Source: an optimization exercise on an open RTL-to-GDS flow (aim: small area). Production flows keep margins and buffers that such runs may drop.
Where RTL was checked, it was by simulation tests only, not by an equivalence proof against the original.

==> run P <==
// opl2
module opl2 (
  input rst,  
  input clk,  
  input  [7:0] din,
  output [7:0] dout,
  input cs_n,
  input wr_n,
  input a0,
  output reg irq_n,
  output reg signed [15:0] sample
);
Settings: LEC_CHECK=0, CAP_MARGIN=20, CORE_MARGIN=2, CORE_UTILIZATION=30, PLACE_DENSITY=0.5, SLEW_MARGIN=20; clock period 20.8 ns.
run.sh (not shown) runs the stock make flow with config.mk's settings and CLKGATE_MAP_FILE= SYNTH_SCRIPT=/design/flow/synth_recipe.tcl, a recipe that flattens the netlist after the stock synthesis.
==> run A: changes against run P <==
--- a/flow/design.v
+++ b/flow/design.v
@@ -834,18 +834,16 @@
   input wire [10-1:0] fnum,
   input wire [4-1:0] mult,
   input wire [3-1:0] block,
   input wire vib,
   input wire signed [10-1:0] vib_val,
   output reg signed [20-1:0] phase_inc
 );
-  wire signed [20-1:0] pre_mult;
   reg signed [20-1:0] post_mult;
-  assign pre_mult = fnum << block;
-  reg signed [4:0] pre_mult_adj;
+  reg [3:0] pre_mult_adj;
   always @(*) begin
     case (mult)
     'h0: pre_mult_adj = 1;
     'h1: pre_mult_adj = 1;
     'h2: pre_mult_adj = 2;
     'h3: pre_mult_adj = 3;
     'h4: pre_mult_adj = 4;
@@ -859,18 +857,20 @@
     'hC: pre_mult_adj = 12;
     'hD: pre_mult_adj = 12;
     'hE: pre_mult_adj = 15;
     'hF: pre_mult_adj = 15;
     default: pre_mult_adj = 1;
     endcase
   end
+  wire [10+3:0] fnum_mult = fnum * pre_mult_adj;
+  wire [20-1:0] fnum_mult_shifted = fnum_mult << block;
   always @ *
     case (mult)
-    'h0: post_mult = pre_mult >> 1;
-    default: post_mult = pre_mult * pre_mult_adj;
+    'h0: post_mult = fnum_mult_shifted >> 1;
+    default: post_mult = fnum_mult_shifted;
     endcase
   always @ *
     if (vib)
       phase_inc = post_mult + vib_val;
     else
       phase_inc = post_mult;
 endmodule
@@ -902,30 +902,30 @@
   input wire [3-1:0] fb,
   input wire signed [13-1:0] feedback1,
   input wire signed [13-1:0] feedback2,
   input wire [13-1:0] modulation,
   input wire [2:0] op_type,
   input wire rand_en,
   input wire rst,
-  input wire [49:0] st_in,
-  output wire [49:0] st_out,
+  input wire kon_r0,
+  input wire kon_r1,
+  input wire koff_r0,
+  input wire koff_r1,
+  input wire [45:0] st_in,
+  output wire [45:0] st_out,
   output reg signed [13-1:0] out
 );
   localparam LOG_SIN_OUT_WIDTH = 12;
   localparam EXP_OUT_WIDTH = 10;
   localparam LOG_SIN_PLUS_GAIN_WIDTH = 13;
   localparam SILENCE = 511;
-  wire kon_r0 = st_in[0];
-  wire kon_r1 = st_in[1];
-  wire koff_r0 = st_in[2];
-  wire koff_r1 = st_in[3];
-  wire [1:0] state0 = st_in[5:4];
-  wire [9-1:0] env_int0 = st_in[14:6];
-  wire [14:0] counter0 = st_in[29:15];
-  wire [20-1:0] phase_acc0 = st_in[49:30];
+  wire [1:0] state0 = st_in[1:0];
+  wire [9-1:0] env_int0 = st_in[10:2];
+  wire [14:0] counter0 = st_in[25:11];
+  wire [20-1:0] phase_acc0 = st_in[45:26];
   wire normal = op_type == 0;
   wire koff_r0_new = normal ? kon : koff_r0;
   wire koff_r1_new = normal ? koff_r0 : koff_r1;
   wire key_on_old = (kon_r0 && !kon_r1) || rhythm_on_old;
   wire key_off_old = !koff_r0 && koff_r1;
   wire key_on_new = (kon && !kon_r0) || rhythm_on_new;
   wire key_off_new = !koff_r0_new && koff_r1_new;
@@ -978,35 +978,38 @@
     if (fb == 0)
       feedback_result_p0 = 0;
     else
       feedback_result_p0 = ((feedback1 +
        feedback2) <<< fb);
   assign feedback_result = feedback_result_p0 >>> 9;
   wire [13-1:0] modulation_in = use_feedback ? feedback_result : modulation;
-  wire [20-1:0] phase_acc1 = key_on_new ? 0 : phase_acc0 + phase_inc;
-  wire [20-1:0] final_phase = key_on_new ? 0 :
-   rhythm_phase + phase_inc + (modulation_in << 10);
-  assign st_out = {phase_acc1, counter1, env_int1, state2, koff_r1_new,
-   koff_r0_new, kon_r0, kon};
-  wire [9+1:0] level_add;
+  wire [20-1:0] phase_sum = phase_acc0 + phase_inc;
+  wire [20-1:0] phase_acc1 = key_on_new ? 0 : phase_sum;
+  wire rhythm_op = op_type == 2 || op_type == 4 ||
+   op_type == 5;
+  wire [9:0] phase_hi = rhythm_op ? rhythm_phase[19:10] + phase_inc[19:10] :
+   phase_sum[19:10];
+  wire [9:0] final_phase = key_on_new ? 10'd0 : phase_hi + modulation_in[9:0];
+  assign st_out = {phase_acc1, counter1, env_int1, state2};
+  wire [9-1:0] level_add;  
   wire [7:0] ksl_add;
   ksl_add_rom ksl_add_rom (
     .fnum(fnum),
     .block(block),
     .ksl(ksl),
     .ksl_add(ksl_add)
   );
   assign level_add = am ? (tl << 2) + ksl_add + am_val : (tl << 2) + ksl_add;
   reg [9:0] final_phase_p;
   reg [9-1:0] env_int_p;
-  reg [9+1:0] level_add_p;
+  reg [9-1:0] level_add_p;
   reg [2-1:0] ws_p;
   reg shift_p;
   always @(posedge clk) begin
-    final_phase_p <= final_phase[19:10];
+    final_phase_p <= final_phase;
     env_int_p <= env_int1;
     level_add_p <= level_add;
     ws_p <= ws;
     shift_p <= !(op_type == 0 || op_type == 1);
   end
   reg signed [9+1:0] env_tmp;  
   reg [9-1:0] env;
@@ -1045,19 +1048,19 @@
   always @ *
     case (ws_p)
     0: tmp_out2 = tmp_out1;
     1: tmp_out2 = tmp_out1 < 0 ? 0 : tmp_out1;
     2: tmp_out2 = tmp_ws2;
     3: tmp_out2 = final_phase_p[8] ? 0 : tmp_ws2;
     endcase
-  always @(posedge clk)
+  always @ *
     if (shift_p)
-      out <= tmp_out2 << 1;
+      out = tmp_out2 << 1;
     else
-      out <= tmp_out2;
+      out = tmp_out2;
 endmodule
 `timescale 1ns / 1ps
 module timer #(
   parameter MAX_VALUE  
 ) (
   input wire rst,
   input wire clk,
@@ -1140,15 +1143,15 @@
 );
 localparam integer CNTR_MAX = 873;
 localparam integer TIMER1_MAX = 3456;
 localparam integer TIMER2_MAX = 15360;
 localparam NOP = 18;
 localparam NCH = 9;
 localparam QDEPTH = 10;
-localparam [49:0] STATE_RESET = 50'd511 << 6;  
+localparam [45:0] STATE_RESET = 46'd511 << 2;  
 function [7:0] op_off(input integer k);
   op_off = (k < 6) ? k : (k < 12) ? k + 2 : k + 4;
 endfunction
 wire read  = !cs_n && !a0;
 wire write = !cs_n && !wr_n;
 wire addr_write = (!a0 && write);
 wire reg_write = (a0 && write);
@@ -1273,64 +1276,61 @@
 wire dvb = rBD[6];
 wire ryt = rBD[5];
 wire bd  = rBD[4];
 wire sd  = rBD[3];
 wire tom = rBD[2];
 wire tc  = rBD[1];
 wire hh  = rBD[0];
-reg [49:0] mod_state [0:NCH-1];
-reg [49:0] car_state [0:NCH-1];
+reg [45:0] mod_state [0:NCH-1];
+reg [45:0] car_state [0:NCH-1];
+reg [5:0] key_det [0:NCH-1];
 reg signed [12:0] mod_out [0:NCH-1];
 reg signed [12:0] car_out [0:NCH-1];
-reg signed [12:0] feedback1 [0:NCH-1];
 reg signed [12:0] feedback2 [0:NCH-1];
-wire [49:0] st_out;
+wire [45:0] st_out;
 wire signed [12:0] op_out;
-reg wb_mod_d, wb_car_d, wb_mod, wb_car;
+reg wb_mod, wb_car;
 always @(posedge clk) begin
-  wb_mod_d <= calc_mod;
-  wb_car_d <= calc_car;
-  wb_mod <= wb_mod_d;
-  wb_car <= wb_car_d;
+  wb_mod <= calc_mod;
+  wb_car <= calc_car;
 end
 reg [NCH-1:0] fresh;
 always @(posedge clk)
   if (rst)
     fresh <= {NCH{1'b1}};
   else
     fresh <= {1'b0, fresh[NCH-1:1]};
-wire [49:0] mod_state0 = fresh[0] ? STATE_RESET : mod_state[0];
-wire [49:0] car_state0 = fresh[0] ? STATE_RESET : car_state[0];
+wire [45:0] mod_state0 = fresh[0] ? STATE_RESET : mod_state[0];
+wire [45:0] car_state0 = fresh[0] ? STATE_RESET : car_state[0];
+wire [5:0] key_det0 = fresh[0] ? 6'd0 : key_det[0];
 wire signed [12:0] mod_out0 = fresh[0] ? 13'sd0 : mod_out[0];
 wire signed [12:0] car_out0 = fresh[0] ? 13'sd0 : car_out[0];
-wire signed [12:0] feedback10 = fresh[0] ? 13'sd0 : feedback1[0];
 wire signed [12:0] feedback20 = fresh[0] ? 13'sd0 : feedback2[0];
 integer k;
 always @(posedge clk) begin
   for (k = 0; k < NCH - 1; k = k + 1) begin
     mod_state[k] <= mod_state[k+1];
     car_state[k] <= car_state[k+1];
     mod_out[k] <= mod_out[k+1];
     car_out[k] <= car_out[k+1];
-    feedback1[k] <= feedback1[k+1];
+    key_det[k] <= key_det[k+1];
     feedback2[k] <= feedback2[k+1];
   end
   mod_state[NCH-1] <= calc_mod ? st_out : mod_state0;
   car_state[NCH-1] <= calc_car ? st_out : car_state0;
   mod_out[NCH-1] <= mod_out0;
   car_out[NCH-1] <= car_out0;
-  feedback1[NCH-1] <= feedback10;
+  key_det[NCH-1] <= calc_mod ? key_det_new : key_det0;
   feedback2[NCH-1] <= feedback20;
   if (wb_mod) begin
-    mod_out[6] <= op_out;
-    feedback1[6] <= op_out;
-    feedback2[6] <= feedback1[7];
+    mod_out[7] <= op_out;
+    feedback2[7] <= mod_out[8];
   end
   if (wb_car)
-    car_out[6] <= op_out;
+    car_out[7] <= op_out;
 end
 reg [4:0] mod_op;
 always @ (*)
   case (q)
   0: mod_op = 0;  1: mod_op = 1;  2: mod_op = 2;
   3: mod_op = 6;  4: mod_op = 7;  5: mod_op = 8;
   6: mod_op = 12; 7: mod_op = 13; default: mod_op = 14;
@@ -1356,15 +1356,15 @@
 wire [7:0] cA0 = rA0[q];
 wire [5:0] cB0 = rB0[q];
 wire [5:0] cC0 = rC0[q];
 wire [9:0] fnum = {cB0[1:0], cA0};
 wire use_feedback = !car && !ryt_hh_tom;
 wire [2:0] fb_cur = use_feedback ? cC0[3:1] : 3'd0;
 wire [12:0] modulation = (!car || cC0[0] || ryt_hh_tom) ? 13'd0 : mod_out0;
-wire [19:0] friend_phase_acc = car ? mod_state[NCH-1][49:30] : car_state[1][49:30];
+wire [19:0] friend_phase_acc = car ? mod_state[NCH-1][45:26] : car_state[1][45:26];
 reg [12:0] vibrato_base;
 always @(posedge clk)
   if (rst)
     vibrato_base <= 0;
   else if (calc_car && q == NCH - 1)
     vibrato_base <= vibrato_base + NOP;
 wire [12:0] vibrato_index = vibrato_base + op + 1'b1;
@@ -1401,14 +1401,22 @@
   if (rst) begin
     rhy_r0 <= 0;
     rhy_r1 <= 0;
   end else if (calc) begin
     rhy_r0 <= (rhy_sel & rhy_in) | (~rhy_sel & rhy_r0);
     rhy_r1 <= (rhy_sel & rhy_r0) | (~rhy_sel & rhy_r1);
   end
+wire normal = op_type == 0;
+wire kx = key_det0[5], ky = key_det0[4], kz = key_det0[3];
+wire fx = key_det0[2], fy = key_det0[1], fz = key_det0[0];
+wire kon_r0 = car ? ky : kx;
+wire kon_r1 = car ? kz : ky;
+wire koff_r0 = car && normal ? fy : fx;
+wire koff_r1 = car && normal ? fz : fy;
+wire [5:0] key_det_new = {cB0[5], kx, ky, normal ? {cB0[5], fx, fy} : {fx, fy, fz}};
 operator operator_inst(
   .clk(clk),
   .fnum(fnum),
   .mult(c20[3:0]),
   .block(cB0[4:2]),
   .ws(cE0),
   .vib(c20[6]),
@@ -1426,20 +1434,24 @@
   .am_val(am_val),
   .vib_val(vib_val),
   .rhythm_phase_in_friend(friend_phase_acc),
   .rhythm_on_old(rhythm_on_old),
   .rhythm_on_new(rhythm_on_new),
   .use_feedback(use_feedback),
   .fb(fb_cur),
-  .feedback1(feedback10),
+  .feedback1(mod_out0),
   .feedback2(feedback20),
   .modulation(modulation),
   .op_type(op_type),
   .rand_en(sample_clk_en),
   .rst(rst),
+  .kon_r0(kon_r0),
+  .kon_r1(kon_r1),
+  .koff_r0(koff_r0),
+  .koff_r1(koff_r1),
   .st_in(car ? car_state0 : mod_state0),
   .st_out(st_out),
   .out(op_out)
 );
 reg cnt0_prev;
 always @(posedge clk)
   if (calc_mod && q == 0)
==> flow/flow/run.sh (new file) <==
#!/bin/bash
# The standard layout (standard.sh), with clock tree synthesis using
# clkbuf_4 buffers and no dummy loads. The make output goes to
# standard_flow.log; each ORFS step keeps its own log under orfs/logs/.
set -euo pipefail
export CTS_ARGS="-sink_clustering_enable -repair_clock_nets -dont_use_dummy_load -buf_list sky130_fd_sc_hd__clkbuf_4"
bash standard.sh > standard_flow.log 2>&1
==> flow/standard.sh (new file) <==
#!/bin/bash
# synth_recipe.tcl (not shown) runs the flow's synth.tcl, then flattens the netlist and writes it again
# the make line also repeats each setting of config.mk as NAME=value (left out here)
make -C /OpenROAD-flow-scripts/flow DESIGN_CONFIG=/design/flow/config.mk WORK_HOME=/design/flow/orfs CLKGATE_MAP_FILE= SYNTH_SCRIPT=/design/flow/synth_recipe.tcl "${@:-finish}"
- ABC_AREA: default -> 1
- CORE_UTILIZATION: 30 -> 55
- GPL_TIMING_DRIVEN: default -> 0
- PLACE_DENSITY: 0.5 -> 0.7
removed: flow/run.sh
==> run summary <==
Tmin final: run A 18.59 ns; run P 19.14 ns
Post-Route Hold Slack: run A 0.257 ns; run P 0.261 ns
Run status: run A complete, no violations; run P complete, no violations
Die X: run A 411 um; run P 576 um
Worst setup slack after placement: run A 2.81 ns; run P 1.32 ns
Non-clock buffer count in the final layout: run A 402; run P 236
Post-Synth Simple-Gate Area: run A 0.133; run P 0.0998
Cell with the most instances on the worst path: run A sky130_fd_sc_hd__nand2_1; run P sky130_fd_sc_hd__a21oi_1
Total wire length: run A 246000 um; run P 271000 um
Post-DR wirelength/cell: run A 21.5 um; run P 21.1 um
Placed insts: run A 10900; run P 12400
Adder-cell area share of the yosys netlist: run A 0.0488; run P 0.0538
Sinks on Clock Net: run A 2435; run P 2586
Routability-driven placement congestion ratio: run A 0.954; run P 0.894
Starting density of the core: run A 0.552; run P 0.301
Fraction of area in registers: run A 0.587; run P 0.545
The RTL of run A was laid out without a check of its function.

-- static timing again, ports no longer ideal --
In the flow no input, the clock included, has a driving cell. The finished layouts below were timed again as built, in two steps.
Step 1, drivers: a clkbuf_16 drives clk and a buf_2 each remaining input, both assumed.
Step 2, shift: input delay + t, output delay - t, t = (earliest + latest rising clock arrival at the registers) / 2. This alone moves slack from input paths to output paths.
a / b / c = no drivers / after step 1 / after step 2; a / b = the first two.
run | t, ns | slack for setup (ns) | cell pins on the clock port's net
run P | 0.918 | 1.659 / 1.659 / 1.659 | 1
run A | 1.444 | 2.208 / 2.208 / 2.208 | 1
After both steps setup and hold are still met in every run listed.
